Context: an optimization exercise on an open-source flow, tuned for small area, a short achievable clock period and few clock cycles per item. The choices shown serve that exercise and are no tape-out recipe. Where RTL was checked, it was by simulation tests only, not by an equivalence proof against the original.

==> module mod_exp, before the edit <==
module mod_exp(
    input clk,
    input rst,
    input start,
    input [31:0] base,
    input [31:0] exponent,
    input [31:0] modulus,
    output [31:0] result,
    output reg done
);
    localparam integer J1 = 4;               
    localparam integer J2 = 7;               
    localparam integer DW = 32 + J2 - J1;    
    reg        busy;
    reg        ph;        
    reg        indiv;     
    reg        tone;      
    reg [31:0] s, t, e, M;
    reg [DW-1:0] D;       
    reg [5:0]  L0;        
    reg [5:0]  lim;       
    assign result = t;
    wire tcp = ph && tone && !indiv;    
    wire [31:0] A = (ph && !tcp) ? t : s;
    wire [31:0] P;
    booth32 u_mul(.a(A), .b(s), .p(P));
    wire [31:0] x [0:J2];
    assign x[0] = A;
    genvar k;
    generate
        for (k = 1; k <= J2; k = k + 1) begin : g_step
            wire [31:0] xin = (k == J2 - J1 + 1) ? ((indiv || tcp) ? x[k-1] : P) : x[k-1];
            csub #(.DW(DW)) u_cs(.x(xin), .d(D >> (k - 1)), .en(lim >= k), .y(x[k]));
        end
    endgenerate
    wire norm = !M[31];
    wire nz4 = (M[31:28] == 4'd0);
    wire [31:0] Mn = !busy ? modulus : norm ? (nz4 ? {M[27:0], 4'd0} : {M[30:0], 1'b0}) : M;
    wire fin = (lim <= J2);
    wire ehz = (e[31:1] == 31'd0);
    wire fin_all = (!ph && ehz) || (!norm && fin && ph && ehz);
    always @(posedge clk) begin
        M <= Mn;
        if (!busy || norm || fin)
            D <= {Mn, {(J2-J1){1'b0}}};
        else
            D <= D >> J2;
        if (!busy) begin
            s <= base;
            e <= exponent;
            ph <= exponent[0];
            indiv <= 1'b0;
            tone <= 1'b1;
            L0 <= 6'd1 + J2 - J1;
            lim <= 6'd1 + J2 - J1;
        end else if (!ph && ehz) begin
            t <= 32'd1;            
        end else if (norm) begin
            L0 <= L0 + (nz4 ? 6'd4 : 6'd1);
            lim <= L0 + (nz4 ? 6'd4 : 6'd1);
        end else begin
            if (ph) t <= x[J2]; else s <= x[J2];
            if (fin) begin
                lim <= L0;
                indiv <= 1'b0;
                if (!ph) begin
                    e <= e >> 1;
                    ph <= e[1];
                end else begin
                    ph <= 1'b0;
                    tone <= 1'b0;
                end
            end else begin
                lim <= lim - J2;
                indiv <= 1'b1;
            end
        end
    end
    always @(posedge clk or posedge rst) begin
        if (rst) begin
            busy <= 1'b0;
            done <= 1'b0;
        end else if (start) begin
            busy <= 1'b1;
            done <= 1'b0;
        end else if (busy && fin_all) begin
            busy <= 1'b0;
            done <= 1'b1;
        end
    end
endmodule
clock: 95.0 ns
lec_check: 0
abc_area: 1
cap_margin: 20
core_margin: 2
core_utilization: 60
place_density: 0.68
slew_margin: 20
standard.sh (not shown) runs the stock make flow with config.mk's settings and CLKGATE_MAP_FILE= SYNTH_SCRIPT=/design/flow/synth_recipe.tcl, a recipe that flattens the netlist after the stock synthesis.
==> flow/flow/run.sh <==
#!/bin/bash
# The standard layout, with timing repair aimed at a 20.2 ns cycle
# (the design's 95 ns clock less a 74.8 ns setup margin) instead of 95 ns.
set -euo pipefail
bash standard.sh SETUP_SLACK_MARGIN=74.8 finish > standard_flow.log 2>&1
Testbench counts at the start, summed over its fixed seeds: cycles 25,883, ops 320.
Rerun with:
--- a/flow/design.v
+++ b/flow/design.v
@@ -9,21 +9,26 @@
     output reg done
 );
     localparam integer J1 = 4;               
     localparam integer J2 = 7;               
     localparam integer DW = 32 + J2 - J1;    
+    localparam integer CR = 18;              
     reg        busy;
     reg        ph;        
     reg        indiv;     
     reg        tone;      
+    reg        sred;      
+    reg        rn;        
     reg [31:0] s, t, e, M;
     reg [DW-1:0] D;       
     reg [5:0]  L0;        
     reg [5:0]  lim;       
     assign result = t;
-    wire tcp = ph && tone && !indiv;    
-    wire [31:0] A = (ph && !tcp) ? t : s;
+    wire tcp = ph && tone && !sred && !indiv;
+    wire cp  = ph && tone && sred && !indiv && !rn;
+    wire eph = ph && !cp;                   
+    wire [31:0] A = (eph && !tcp) ? t : s;
     wire [31:0] P;
     booth32 u_mul(.a(A), .b(s), .p(P));
     wire [31:0] x [0:J2];
     assign x[0] = A;
     genvar k;
@@ -31,50 +36,80 @@
         for (k = 1; k <= J2; k = k + 1) begin : g_step
             wire [31:0] xin = (k == J2 - J1 + 1) ? ((indiv || tcp) ? x[k-1] : P) : x[k-1];
             csub #(.DW(DW)) u_cs(.x(xin), .d(D >> (k - 1)), .en(lim >= k), .y(x[k]));
         end
     endgenerate
-    wire norm = !M[31];
+    wire norm = !M[31] && !sred;
+    wire nz16 = (M[31:16] == 16'd0);
     wire nz4 = (M[31:28] == 4'd0);
-    wire [31:0] Mn = !busy ? modulus : norm ? (nz4 ? {M[27:0], 4'd0} : {M[30:0], 1'b0}) : M;
+    wire [5:0] nsh = nz16 ? 6'd16 : nz4 ? 6'd4 : 6'd1;
+    wire rn4 = (lim >= 6'd4);
+    wire [5:0] rsh = rn4 ? 6'd4 : 6'd1;
+    wire [31:0] Mn = !busy ? modulus :
+                     norm ? (nz16 ? {M[15:0], 16'd0} : nz4 ? {M[27:0], 4'd0} : {M[30:0], 1'b0}) :
+                     rn ? (rn4 ? {4'd0, M[31:4]} : {1'b0, M[31:1]}) : M;
     wire fin = (lim <= J2);
     wire ehz = (e[31:1] == 31'd0);
-    wire fin_all = (!ph && ehz) || (!norm && fin && ph && ehz);
+    wire step = !norm && !rn && !(cp && ehz);
+    wire fin_all = (!ph && ehz) || (!norm && cp && ehz) || (step && fin && eph && ehz);
+    wire [6:0] k0 = {L0, 1'b0} - 7'd2 * (1 + J2 - J1) - 7'd32;    
     always @(posedge clk) begin
         M <= Mn;
-        if (!busy || norm || fin)
+        if (!busy || norm || rn || fin)
             D <= {Mn, {(J2-J1){1'b0}}};
         else
             D <= D >> J2;
         if (!busy) begin
             s <= base;
             e <= exponent;
             ph <= exponent[0];
             indiv <= 1'b0;
             tone <= 1'b1;
+            sred <= 1'b0;
+            rn <= 1'b0;
             L0 <= 6'd1 + J2 - J1;
             lim <= 6'd1 + J2 - J1;
         end else if (!ph && ehz) begin
             t <= 32'd1;            
         end else if (norm) begin
-            L0 <= L0 + (nz4 ? 6'd4 : 6'd1);
-            lim <= L0 + (nz4 ? 6'd4 : 6'd1);
+            L0 <= L0 + nsh;
+            lim <= L0 + nsh;
+        end else if (rn) begin
+            L0 <= L0 - rsh;
+            if (lim == rsh) begin
+                rn <= 1'b0;
+                lim <= L0 - rsh;
+            end else begin
+                lim <= lim - rsh;
+            end
+        end else if (cp && ehz) begin
+            t <= s;                
         end else begin
-            if (ph) t <= x[J2]; else s <= x[J2];
+            if (eph) t <= x[J2]; else s <= x[J2];
+            if (cp) begin
+                t <= s;
+                tone <= 1'b0;
+            end
             if (fin) begin
                 lim <= L0;
                 indiv <= 1'b0;
-                if (!ph) begin
+                if (!eph) begin
                     e <= e >> 1;
                     ph <= e[1];
+                    sred <= 1'b1;
+                    if (!sred && L0 >= CR + 1 + J2 - J1) begin
+                        rn <= 1'b1;
+                        lim <= k0[5:0];
+                    end
                 end else begin
                     ph <= 1'b0;
                     tone <= 1'b0;
                 end
             end else begin
                 lim <= lim - J2;
                 indiv <= 1'b1;
+                if (cp) ph <= 1'b0;
             end
         end
     end
     always @(posedge clk or posedge rst) begin
         if (rst) begin
The changed run finished clean.
Cell area increases by 5.5%.
Sequential share of layout area decreases by 0.54 points.
Final cell count increases by 7.6%.
Routed wire length increases by 7.4%.
Via count increases by 9.3%.
Worst setup slack improves by 9.8 ps.
Die area increases by 5.6%.
Count of clock-buffer cells in the layout stays the same.
Utilization increases by 0.15 points.
Synthesized area increases by 5.7%.
Clock skew stays flat.
Maximum frequency stays flat.
Testbench counts after the change, summed over its fixed seeds: cycles 24,137, ops 320.

Setup of v6:
Another version of the RTL of mod_exp (not shown whole).
Size in the first run: about 4500 cells after synthesis, ~130 I/O pins, about 34000 um^2 of cells after synthesis.
==> module mod_exp, before the edit <==
module mod_exp(
    input clk,
    input rst,
    input start,
    input [31:0] base,
    input [31:0] exponent,
    input [31:0] modulus,
    output [31:0] result,
    output reg done
);
    localparam integer J1 = 5;               
    localparam integer J2 = 8;               
    localparam integer DW = 32 + J2 - J1;    
    reg        busy;
    reg        ph;        
    reg        indiv;     
    reg        tone;      
    reg [31:0] s, t, e, M;
    reg [DW-1:0] D;       
    reg [5:0]  L0;        
    reg [5:0]  lim;       
    assign result = t;
    wire tcp = ph && tone && !indiv;    
    wire [31:0] A = (ph && !tcp) ? t : s;
    wire [31:0] P;
    booth32 u_mul(.a(A), .b(s), .p(P));
    wire [31:0] x [0:J2];
    assign x[0] = A;
    genvar k;
    generate
        for (k = 1; k <= J2; k = k + 1) begin : g_step
            wire [31:0] xin = (k == J2 - J1 + 1) ? ((indiv || tcp) ? x[k-1] : P) : x[k-1];
            csub #(.DW(DW)) u_cs(.x(xin), .d(D >> (k - 1)), .en(lim >= k), .y(x[k]));
        end
    endgenerate
    wire norm = !M[31];
    wire nz4 = (M[31:28] == 4'd0);
    wire [31:0] Mn = !busy ? modulus : norm ? (nz4 ? {M[27:0], 4'd0} : {M[30:0], 1'b0}) : M;
    wire fin = (lim <= J2);
    wire ehz = (e[31:1] == 31'd0);
    wire fin_all = (!ph && ehz) || (!norm && fin && ph && ehz);
    always @(posedge clk) begin
        M <= Mn;
        if (!busy || norm || fin)
            D <= {Mn, {(J2-J1){1'b0}}};
        else
            D <= D >> J2;
        if (!busy) begin
            s <= base;
            e <= exponent;
            ph <= exponent[0];
            indiv <= 1'b0;
            tone <= 1'b1;
            L0 <= 6'd1 + J2 - J1;
            lim <= 6'd1 + J2 - J1;
        end else if (!ph && ehz) begin
            t <= 32'd1;            
        end else if (norm) begin
            L0 <= L0 + (nz4 ? 6'd4 : 6'd1);
            lim <= L0 + (nz4 ? 6'd4 : 6'd1);
        end else begin
            if (ph) t <= x[J2]; else s <= x[J2];
            if (fin) begin
                lim <= L0;
                indiv <= 1'b0;
                if (!ph) begin
                    e <= e >> 1;
                    ph <= e[1];
                end else begin
                    ph <= 1'b0;
                    tone <= 1'b0;
                end
            end else begin
                lim <= lim - J2;
                indiv <= 1'b1;
            end
        end
    end
    always @(posedge clk or posedge rst) begin
        if (rst) begin
            busy <= 1'b0;
            done <= 1'b0;
        end else if (start) begin
            busy <= 1'b1;
            done <= 1'b0;
        end else if (busy && fin_all) begin
            busy <= 1'b0;
            done <= 1'b1;
        end
    end
endmodule
==> module csub, before the edit <==
module csub #(parameter DW = 35) (input [31:0] x, input [DW-1:0] d, input en, output [31:0] y);
  reg [31:0] g, p, G, P, c;
  integer l, i, j;
  always @* begin
    for (i = 0; i < 32; i = i + 1) begin
      g[i] = x[i] & ~d[i];
      p[i] = x[i] ^ ~d[i];
    end
    G = g; P = p;
    G[0] = g[0] | p[0];    
    for (l = 0; l < 5; l = l + 1)
      for (i = 0; i < 32; i = i + 1)
        if (((i + 1) % (2 << l)) == 0) begin
          j = i - (1 << l);
          G[i] = G[i] | (P[i] & G[j]);
          P[i] = P[i] & P[j];
        end
    for (l = 3; l >= 0; l = l - 1)
      for (i = 0; i < 32; i = i + 1)
        if (((i + 1) % (2 << l)) == (1 << l) && i >= (2 << l)) begin
          j = i - (1 << l);
          G[i] = G[i] | (P[i] & G[j]);
          P[i] = P[i] & P[j];
        end
    c[0] = 1'b1;
    for (i = 1; i < 32; i = i + 1) c[i] = G[i-1];
  end
  wire ge = G[31] & ~(|d[DW-1:32]) & en;
  assign y = ge ? (p ^ c) : x;
endmodule
Settings: LEC_CHECK=0, ABC_AREA=1, CAP_MARGIN=20, CORE_MARGIN=2, CORE_UTILIZATION=40, SLEW_MARGIN=20; clock period 95.0 ns.
Scripts as last shown in full above: flow/flow/run.sh
The following lists how v7 was set up differently from v6:
--- a/flow/design.v
+++ b/flow/design.v
@@ -5,14 +5,14 @@
     input [31:0] base,
     input [31:0] exponent,
     input [31:0] modulus,
     output [31:0] result,
     output reg done
 );
-    localparam integer J1 = 5;               
-    localparam integer J2 = 8;               
+    localparam integer J1 = 4;               
+    localparam integer J2 = 7;               
     localparam integer DW = 32 + J2 - J1;    
     reg        busy;
     reg        ph;        
     reg        indiv;     
     reg        tone;      
     reg [31:0] s, t, e, M;
@@ -27,13 +27,16 @@
     wire [31:0] x [0:J2];
     assign x[0] = A;
     genvar k;
     generate
         for (k = 1; k <= J2; k = k + 1) begin : g_step
             wire [31:0] xin = (k == J2 - J1 + 1) ? ((indiv || tcp) ? x[k-1] : P) : x[k-1];
-            csub #(.DW(DW)) u_cs(.x(xin), .d(D >> (k - 1)), .en(lim >= k), .y(x[k]));
+            wire [DW-1:0] dk = D >> (k - 1);
+            wire [DW:0] diff = {1'b0, {(DW-32){1'b0}}, xin} - {1'b0, dk};
+            wire act = (lim >= k) && !diff[DW];
+            assign x[k] = act ? diff[31:0] : xin;
         end
     endgenerate
     wire norm = !M[31];
     wire nz4 = (M[31:28] == 4'd0);
     wire [31:0] Mn = !busy ? modulus : norm ? (nz4 ? {M[27:0], 4'd0} : {M[30:0], 1'b0}) : M;
     wire fin = (lim <= J2);
@@ -105,36 +108,6 @@
     assign rows[i] = r << (2*i);
     assign negv[2*i] = neg;
     assign negv[2*i+1] = 1'b0;
   end endgenerate
   assign p = rows[0] + rows[1] + rows[2] + rows[3] + rows[4] + rows[5] + rows[6] + rows[7] + rows[8] + rows[9] + rows[10] + rows[11] + rows[12] + rows[13] + rows[14] + rows[15] + negv;
 endmodule
-module csub #(parameter DW = 35) (input [31:0] x, input [DW-1:0] d, input en, output [31:0] y);
-  reg [31:0] g, p, G, P, c;
-  integer l, i, j;
-  always @* begin
-    for (i = 0; i < 32; i = i + 1) begin
-      g[i] = x[i] & ~d[i];
-      p[i] = x[i] ^ ~d[i];
-    end
-    G = g; P = p;
-    G[0] = g[0] | p[0];    
-    for (l = 0; l < 5; l = l + 1)
-      for (i = 0; i < 32; i = i + 1)
-        if (((i + 1) % (2 << l)) == 0) begin
-          j = i - (1 << l);
-          G[i] = G[i] | (P[i] & G[j]);
-          P[i] = P[i] & P[j];
-        end
-    for (l = 3; l >= 0; l = l - 1)
-      for (i = 0; i < 32; i = i + 1)
-        if (((i + 1) % (2 << l)) == (1 << l) && i >= (2 << l)) begin
-          j = i - (1 << l);
-          G[i] = G[i] | (P[i] & G[j]);
-          P[i] = P[i] & P[j];
-        end
-    c[0] = 1'b1;
-    for (i = 1; i < 32; i = i + 1) c[i] = G[i-1];
-  end
-  wire ge = G[31] & ~(|d[DW-1:32]) & en;
-  assign y = ge ? (p ^ c) : x;
-endmodule
--- outcome ---
Per the comparison of v7 with v6, register-to-register slack up 1.56 ns; final area down 4400 um^2; area used by multi-input combinational logic down 2100 um^2. v7 ends up with a placeable core area that is 0.48% lower than in v6. On overall die height: v7 sits below v6. Compared to v6, v7 has cell count about 1.4% higher. Max global routing usage on met3 across v6 and v7: v6. v7 ended with less area growth from synthesis to layout than v6.
No run of this note included a check of the RTL's function; only the layout flow was run.

[what the ideal ports hide]
How much do the figures lean on ideal ports? The routed layouts below were timed once more, with nothing changed but the port constraints.
Step 1 (the two cells are an assumption about what drives the block):
set clk [get_ports {clk}]
set_driving_cell -lib_cell sky130_fd_sc_hd__clkbuf_16 $clk
set_driving_cell -lib_cell sky130_fd_sc_hd__buf_2 [delete_from_list [all_inputs] $clk]
Step 2 also shifts input and output timing later by t, the mid clock arrival at the registers, as if the neighbouring blocks saw the same clock.
Slacks: no drivers / after step 1 / after step 2; pairs: no drivers / after step 1.
run	t, ns	setup slack, ns	worst setup path after step 2	worst register clock-pin slew, ns	cell pins on the clock port's net
the first run of note 1	0.522	74.805 / 74.747 / 74.889	input to register	0.08 / 0.08	1
the second run of note 1	0.514	74.815 / 74.758 / 74.938	input to register	0.08 / 0.08	1
v6	0.510	74.392 / 74.392 / 74.392	register to register	0.09 / 0.09	1
v7	0.516	74.821 / 74.768 / 74.844	input to register	0.08 / 0.08	1
After both steps every run listed still meets setup and hold.
